This is an optimization exercise on Yosys and OpenROAD, whose aim is small area, a short achievable clock period and few clock cycles per item, not a production implementation.
Where RTL was checked, it was by simulation tests only, not by an equivalence proof against the original.
Power figures rest on the tool's default switching activity, not on a simulated workload.

Setup of wip/fjord:
==> flow/design.v <==
module fp(out,done,a,b,start,clk,rst);
input wire [9:0]a,b;
input wire start;
input wire clk,rst;
output wire [9:0]out;
output reg done;
wire [8:0] lt_b = ~a[8:0] & b[8:0];
wire [8:0] eq_b = ~(a[8:0] ^ b[8:0]);
wire lt87 = lt_b[8] | (eq_b[8] & lt_b[7]);  wire eq87 = eq_b[8] & eq_b[7];
wire lt65 = lt_b[6] | (eq_b[6] & lt_b[5]);  wire eq65 = eq_b[6] & eq_b[5];
wire lt43 = lt_b[4] | (eq_b[4] & lt_b[3]);  wire eq43 = eq_b[4] & eq_b[3];
wire lt21 = lt_b[2] | (eq_b[2] & lt_b[1]);  wire eq21 = eq_b[2] & eq_b[1];
wire lt85 = lt87 | (eq87 & lt65);           wire eq85 = eq87 & eq65;
wire lt41 = lt43 | (eq43 & lt21);           wire eq41 = eq43 & eq21;
wire lt40 = lt41 | (eq41 & lt_b[0]);        wire eq40 = eq41 & eq_b[0];
wire a_lt_b = lt85 | (eq85 & lt40);
wire a_eq_b = eq85 & eq40;
wire [3:0] ea = a[8:5], eb = b[8:5];
wire [3:0] bo_ab, bo_ba;    
assign bo_ab[0] = 1'b0;
assign bo_ab[1] = ~ea[0] & eb[0];
assign bo_ab[2] = (~ea[1] & eb[1]) | (eq_b[6] & bo_ab[1]);
assign bo_ab[3] = (~ea[2] & eb[2]) | (eq_b[7] & (~ea[1] & eb[1])) | (eq_b[7] & eq_b[6] & bo_ab[1]);
assign bo_ba[0] = 1'b0;
assign bo_ba[1] = ~eb[0] & ea[0];
assign bo_ba[2] = (~eb[1] & ea[1]) | (eq_b[6] & bo_ba[1]);
assign bo_ba[3] = (~eb[2] & ea[2]) | (eq_b[7] & (~eb[1] & ea[1])) | (eq_b[7] & eq_b[6] & bo_ba[1]);
wire [3:0] dab = ~eq_b[8:5] ^ bo_ab;
wire [3:0] dba = ~eq_b[8:5] ^ bo_ba;
wire [5:0] ma = {1'b1, a[4:0]};
wire [5:0] mb = {1'b1, b[4:0]};
wire sub = a[9] ^ b[9];
wire [5:0] mx = a_lt_b ? mb : ma;
wire [3:0] d = lt85 ? dba : dab;
wire [5:0] my = ((a_lt_b ? ma : mb) >> d) ^ {6{sub}};
wire [9:0] x = a_lt_b ? b : a;
wire [5:0] p = mx ^ my;
wire [5:0] g = mx & my;
wire cin = sub;
wire g10 = g[1] | (p[1] & g[0]);           wire p10 = p[1] & p[0];
wire g32 = g[3] | (p[3] & g[2]);           wire p32 = p[3] & p[2];
wire g54 = g[5] | (p[5] & g[4]);           wire p54 = p[5] & p[4];
wire g0c = g[0] | (p[0] & cin);
wire c0 = cin;
wire c1 = g0c;
wire c2 = g10 | (p10 & cin);
wire c3 = g[2] | (p[2] & c2);
wire g30 = g32 | (p32 & g10);              wire p30 = p32 & p10;
wire c4 = g30 | (p30 & cin);
wire c5 = g[4] | (p[4] & c4);
wire c6 = g54 | (p54 & c4);
reg [6:0] mag;
reg [3:0] r_e;
reg r_s;
always @(posedge clk) begin
  mag <= {c6 & ~sub, p ^ {c5, c4, c3, c2, c1, c0}};
  r_e <= x[8:5];
  r_s <= x[9];
  if (rst) done <= 1'b0;
  else done <= start;
end
wire h6 = mag[6];
wire h5 = ~mag[6] & mag[5];
wire h4 = ~mag[6] & ~mag[5] & mag[4];
wire h3 = ~|mag[6:4] & mag[3];
wire h2 = ~|mag[6:3] & mag[2];
wire h1 = ~|mag[6:2] & mag[1];
wire h0 = ~|mag[6:1];
wire [4:0] m = ({5{h6}} & mag[5:1])
             | ({5{h5}} & mag[4:0])
             | ({5{h4}} & {mag[3:0], 1'b0})
             | ({5{h3}} & {mag[2:0], 2'b0})
             | ({5{h2}} & {mag[1:0], 3'b0})
             | ({5{h1}} & {mag[0], 4'b0});
wire [3:0] adj = ({4{h6}} & 4'd1) | ({4{h4}} & 4'hf) | ({4{h3}} & 4'he)
               | ({4{h2}} & 4'hd) | ({4{h1}} & 4'hc) | ({4{h0}} & 4'hb);
wire [3:0] e = r_e + adj;
wire zero = ~|mag;
assign out = zero ? 10'd0 : {r_s, e, m};
endmodule
clock: 8.0 ns
lec_check: 0
abc_area: 1
cap_margin: 20
core_margin: 2
core_utilization: 40
slew_margin: 20
buffer_ports_args: -buffer_cell sky130_fd_sc_hd__buf_2
standard.sh (not shown) runs the stock make flow with config.mk's settings and CLKGATE_MAP_FILE= SYNTH_SCRIPT=/design/flow/synth_recipe.tcl, a recipe that flattens the netlist after the stock synthesis.
==> flow/flow/run.sh <==
#!/bin/bash
# The standard layout with two changes, each tool's output in its own log:
#  - synthesis is the standard flow's own script (synth_recipe.tcl) run without ORFS's
#    adder extraction (ADDER_MAP_FILE empty), so ABC maps the whole logic,
#    and, if flow/abc.script exists, with that ABC script in place of
#    ORFS's; registers, flattening and renaming are as in the standard run
#  - flow/extra.mk adds ORFS settings to config.mk (port buffer cell, ...)
# The rest is the standard.sh, unchanged.
set -e
cat flow/extra.mk >> config.mk
{ head -1 synth_recipe.tcl; cat flow/abc_swap.tcl; tail -n +2 synth_recipe.tcl; } > my_synth.tcl
if [ -f flow/abc.script ]; then export FLOW_ABC_SCRIPT=$PWD/flow/abc.script; fi
bash standard.sh ADDER_MAP_FILE= SYNTH_SCRIPT=$PWD/my_synth.tcl synth > synth.log 2>&1
bash standard.sh > standard.log 2>&1
==> flow/flow/abc.script <==
strash
dch
map -B 0.9
topo
stime -c
buffer -c
upsize -c
dnsize -c
strash
dch
map -B 0.9
topo
stime -c
buffer -c
upsize -c
dnsize -c
==> flow/flow/abc_swap.tcl <==
# Map the combinational logic with the ABC script named by FLOW_ABC_SCRIPT
# instead of ORFS's; every other step of the synthesis is unchanged.
if {[info exists ::env(FLOW_ABC_SCRIPT)] && $::env(FLOW_ABC_SCRIPT) ne ""} {
  proc abc {args} {
    set i [lsearch -exact $args -script]
    if {$i >= 0} { set args [lreplace $args [expr {$i + 1}] [expr {$i + 1}] $::env(FLOW_ABC_SCRIPT)] }
    yosys abc {*}$args
  }
}
==> flow/flow/extra.mk <==
export BUFFER_PORTS_ARGS = -buffer_cell sky130_fd_sc_hd__buf_2
--- input diff wip/fjord..wip/lagoon ---
--- a/flow/design.v
+++ b/flow/design.v
@@ -32,13 +32,26 @@
 wire sub = a[9] ^ b[9];
 wire [5:0] mx = a_lt_b ? mb : ma;
 wire [3:0] d = lt85 ? dba : dab;
 wire [5:0] my = ((a_lt_b ? ma : mb) >> d) ^ {6{sub}};
 wire [9:0] x = a_lt_b ? b : a;
-wire [5:0] p = mx ^ my;
-wire [5:0] g = mx & my;
-wire cin = sub;
+reg [5:0] r_p;
+reg [4:0] r_g;    
+reg [3:0] r_e;
+reg r_s, r_sub;
+always @(posedge clk) begin
+  r_p <= mx ^ my;
+  r_g <= mx[4:0] & my[4:0];
+  r_e <= x[8:5];
+  r_s <= x[9];
+  r_sub <= sub;
+  if (rst) done <= 1'b0;
+  else done <= start;
+end
+wire [5:0] p = r_p;
+wire [5:0] g = {~r_p[5], r_g};
+wire cin = r_sub;
 wire g10 = g[1] | (p[1] & g[0]);           wire p10 = p[1] & p[0];
 wire g32 = g[3] | (p[3] & g[2]);           wire p32 = p[3] & p[2];
 wire g54 = g[5] | (p[5] & g[4]);           wire p54 = p[5] & p[4];
 wire g0c = g[0] | (p[0] & cin);
 wire c0 = cin;
@@ -47,34 +60,31 @@
 wire c3 = g[2] | (p[2] & c2);
 wire g30 = g32 | (p32 & g10);              wire p30 = p32 & p10;
 wire c4 = g30 | (p30 & cin);
 wire c5 = g[4] | (p[4] & c4);
 wire c6 = g54 | (p54 & c4);
-reg [6:0] mag;
-reg [3:0] r_e;
-reg r_s;
-always @(posedge clk) begin
-  mag <= {c6 & ~sub, p ^ {c5, c4, c3, c2, c1, c0}};
-  r_e <= x[8:5];
-  r_s <= x[9];
-  if (rst) done <= 1'b0;
-  else done <= start;
-end
+wire [6:0] mag = {c6 & ~r_sub, p ^ {c5, c4, c3, c2, c1, c0}};
 wire h6 = mag[6];
 wire h5 = ~mag[6] & mag[5];
 wire h4 = ~mag[6] & ~mag[5] & mag[4];
 wire h3 = ~|mag[6:4] & mag[3];
 wire h2 = ~|mag[6:3] & mag[2];
 wire h1 = ~|mag[6:2] & mag[1];
 wire h0 = ~|mag[6:1];
+wire [3:0] ep1 = r_e + 4'd1;
+wire [3:0] em1 = r_e - 4'd1;
+wire [3:0] em2 = r_e - 4'd2;
+wire [3:0] em3 = r_e - 4'd3;
+wire [3:0] em4 = r_e - 4'd4;
+wire [3:0] em5 = r_e - 4'd5;
 wire [4:0] m = ({5{h6}} & mag[5:1])
              | ({5{h5}} & mag[4:0])
              | ({5{h4}} & {mag[3:0], 1'b0})
              | ({5{h3}} & {mag[2:0], 2'b0})
              | ({5{h2}} & {mag[1:0], 3'b0})
              | ({5{h1}} & {mag[0], 4'b0});
-wire [3:0] adj = ({4{h6}} & 4'd1) | ({4{h4}} & 4'hf) | ({4{h3}} & 4'he)
-               | ({4{h2}} & 4'hd) | ({4{h1}} & 4'hc) | ({4{h0}} & 4'hb);
-wire [3:0] e = r_e + adj;
-wire zero = ~|mag;
+wire [3:0] e = ({4{h6}} & ep1) | ({4{h5}} & r_e) | ({4{h4}} & em1)
+             | ({4{h3}} & em2) | ({4{h2}} & em3) | ({4{h1}} & em4)
+             | ({4{h0}} & em5);
+wire zero = r_sub & (&r_p);
 assign out = zero ? 10'd0 : {r_s, e, m};
 endmodule
[summary]
Looking only at share of total power in the clock network, and setting everything else aside, the higher value of wip/fjord and wip/lagoon goes to wip/lagoon.
For the total power, wip/lagoon came in 12% higher than wip/fjord did.
Relative to wip/fjord, headroom to the max-slew limit has increased by 3.6 points in wip/lagoon.
When wip/lagoon is set beside wip/fjord, its combinational-cell power consumption turns out to be about 6% larger.
Number of cells produced by synthesis, wip/fjord and wip/lagoon: larger value in wip/lagoon
As of wip/lagoon, die outline area had risen by more than 10% compared to wip/fjord.
wip/lagoon vs. wip/fjord: reported net switching power rose about 11%; routed wire length went up by about 15%.
Delta (wip/lagoon minus wip/fjord): fmax went up by 2.7%; minimum clock period went down by 110 ps; first-iteration DRC count went up by 30; post-synthesis area per instance went up by 0.13 um^2.
Testbench counts of wip/lagoon, summed over its fixed seeds: cycles 24,000, items 24,000.
Function not checked in wip/fjord: the RTL went through the layout flow alone.

afterwards: timing with drivers on the ports:
The results above use ideal ports. As a check the final layouts listed here were re-extracted and re-timed, cells and wires unchanged. Step 1: set_driving_cell puts a clkbuf_16 on clk and a buf_2 on each other input, an assumption about the parent block. Step 2 times the ports against the registers' clock, not the clock port: input delays grow and output delays shrink by t, the midpoint of the rising clock arrivals with the driver on. Slacks: no drivers / after step 1 / after step 2; pairs: no drivers / after step 1.
run | t, ns | slack for setup (ns) | hold WS [ns] | worst setup path after step 2 | cell pins on the clock port's net
wip/fjord | 0.257 | 4.025 / 4.003 / 4.034 | 1.510 / 1.508 / 1.765 | input to register | 1
wip/lagoon | 0.268 | 4.131 / 4.110 / 4.377 | 1.495 / 1.496 / 1.763 | register to output | 1
After both steps setup and hold are still met in every run listed.
